Background: an optimization exercise with open tools, aiming at small area. Do not read the settings as production practice.
At most, simulation tests tie the RTL to the original design; equivalence was not proved.
Power is estimated from default activity; no workload was simulated.

Setup of main:
## eth_rmii
module eth_rmii(
	input	wire						sys_rst_n,
	input	wire						rmii_clk,
	input	wire						rmii_rxdv,
	input	wire	[1:0]				rmii_rxdata,
	output	wire						rmii_txen,
	output	wire	[1:0]				rmii_txdata,
	output	wire						rmii_rst,
	output	wire						udp_rxstart,
	output	wire						udp_rxend,
	output	wire						udp_rxdv,
	output	wire	[7:0]				udp_rxdata,
	output	wire	[15:0]				udp_rxamount,
	output	wire	[15:0]				udp_rxnum,
	input	wire						udp_txstart,
	input	wire	[15:0]				udp_txamount,
	input	wire	[7:0]				udp_txdata,
	output	wire						udp_txreq,
	output	wire						udp_txbusy
);
For scale: about 2600 cells after synthesis.
==> flow/config.mk <==
export PLATFORM = sky130hd
export DESIGN_NAME = eth_rmii
export DESIGN_NICKNAME = eth_rmii
export VERILOG_FILES = /design/flow/design.v
export SDC_FILE = /design/flow/constraint.sdc
export NUM_CORES = 4
export LEC_CHECK = 0
export CAP_MARGIN = 20
export CORE_MARGIN = 2
export CORE_UTILIZATION = 70
export CTS_BUF_LIST = sky130_fd_sc_hd__clkbuf_16
export CTS_CLUSTER_DIAMETER = 100
export CTS_CLUSTER_SIZE = 24
export SLEW_MARGIN = 20
==> flow/constraint.sdc <==
create_clock -name core_clock -period 10.0 [get_ports {rmii_clk}]
set_input_delay 2.0000 -clock core_clock [delete_from_list [all_inputs] [get_ports {rmii_clk}]]
set_output_delay 2.0000 -clock core_clock [all_outputs]
set_load 0.01 [all_outputs]
standard.sh (not shown) runs the stock make flow with config.mk's settings and CLKGATE_MAP_FILE= SYNTH_SCRIPT=/design/flow/synth_recipe.tcl, a recipe that flattens the netlist after the stock synthesis.
==> flow/flow/run.sh <==
#!/bin/bash
# Layout flow: the standard flow (standard.sh) with three changes.
#  1. Synthesis maps the logic for area: no full/half adder cell extraction
#     (ADDER_MAP_FILE empty) and ABC's default mapping script instead of the
#     ORFS speed script. Every step before ABC is the standard one, so the
#     registers are the standard synthesis's, with the same names and cells.
#  2. The port buffers use the smallest buffer cell.
# Each tool's full output goes to standard.log in this folder (plus ORFS's own logs).
set -euo pipefail
HERE=$(pwd)
sed -e 's#^\(\s*\)log_cmd abc {\*}$abc_args#\1log_cmd abc {*}$lib_args {*}$lib_dont_use_args#' \
  "$FLOW_HOME/scripts/synth.tcl" > "$HERE/synth_area.tcl"
grep -q 'log_cmd abc {\*}$lib_args {\*}$lib_dont_use_args' "$HERE/synth_area.tcl"
sed -e "s#source \$::env(SCRIPTS_DIR)/synth.tcl#source $HERE/synth_area.tcl#" synth_recipe.tcl > "$HERE/synth_recipe_area.tcl"
grep -q "source $HERE/synth_area.tcl" "$HERE/synth_recipe_area.tcl"
sed -e "s#SYNTH_SCRIPT=[^ ]*#SYNTH_SCRIPT=$HERE/synth_recipe_area.tcl#" standard.sh > "$HERE/standard_area.sh"
grep -q "SYNTH_SCRIPT=$HERE/synth_recipe_area.tcl" "$HERE/standard_area.sh"
export ADDER_MAP_FILE=
export BUFFER_PORTS_ARGS="-buffer_cell sky130_fd_sc_hd__buf_1"
bash "$HERE/standard_area.sh" > standard.log 2>&1
main: flow completed, timing, DRC and antenna clean
What the feature branch does differently from main at the input level:
--- a/flow/design.v
+++ b/flow/design.v
@@ -661,13 +661,14 @@
 		if ( state == DATA ) begin
 			udp_continue <= rest_big;
 		end
 	end
 end
 	wire									sum_first = state == HEAD;
-	wire	[17:0]							sum = ( sum_first ? 16'h3027 : ip_checksum ) + ( sum_first ? ip_data_len : pc_valid ? pc_ip_addr[31:16] : 16'h0 ) +
+	wire	[17:0]							sum = ( sum_first ? ( rest_big ? 16'h3603 : 16'h303B ) : ip_checksum ) +
+												  ( sum_first ? ( rest_big ? 16'h0 : udp_rest ) : pc_valid ? pc_ip_addr[31:16] : 16'h0 ) +
 												  ( sum_first ? ip_id : pc_valid ? pc_ip_addr[15:0] : 16'h0 );
 	wire	[16:0]							sum1 = sum[17:16] + sum[15:0];
 always @ ( posedge sys_clk ) begin
 	if ( start ) begin
 		udp_rest <= udp_txamount + 16'd8;
 	end else if ( state == CRC && cnt[1:0] == 2'd0 && go && rest_big ) begin
## What came out
Compared to main, the feature branch has final cycle utilization of the critical path 5.1 points lower.
The feature branch has setup slack above what main had.
main → the feature branch: worst relative slew slack went down by 4.3 points; number of standard cells after synthesis went up by 12; post-route non-filler standard cell count was more or less identical; buffer count excluding the clock tree in the final layout went down by about 5%.
The feature branch vs main — final standard cell utilization of the core rose 0.82 points.
Comparing the feature branch with main, the fraction of area in multi-input gates came out essentially unchanged.
Re power share of the clock group: main was lower than the feature branch.
Delta (the feature branch minus main): multiplexer fraction of the synthesized cell area comparable, sequential share of layout area went up 0.27 points.
The RTL of main was laid out without a check of its function.

## afterwards: timing with drivers on the ports
The results above use ideal ports. As a check the final layouts listed here were re-extracted and re-timed, cells and wires unchanged.
Step 1: set_driving_cell puts a clkbuf_16 on rmii_clk and a buf_2 on each other input, an assumption about the parent block.
Step 2 adds t to the input delays and takes it off the output delays; t is the mean of the earliest and latest rising clock arrival at the registers after step 1. Input paths then give back, and output paths get back, about the clock's delay inside the block.
a / b / c = no drivers / after step 1 / after step 2; a / b = the first two.
run	t (ns)	slack for setup (ns)	latest minus earliest clock arrival (ns)
main	0.634	0.466 / 0.466 / 0.466	0.046 / 0.046
the feature branch	0.647	0.974 / 0.974 / 0.974	0.042 / 0.042
After both steps setup and hold are still met in every run listed.
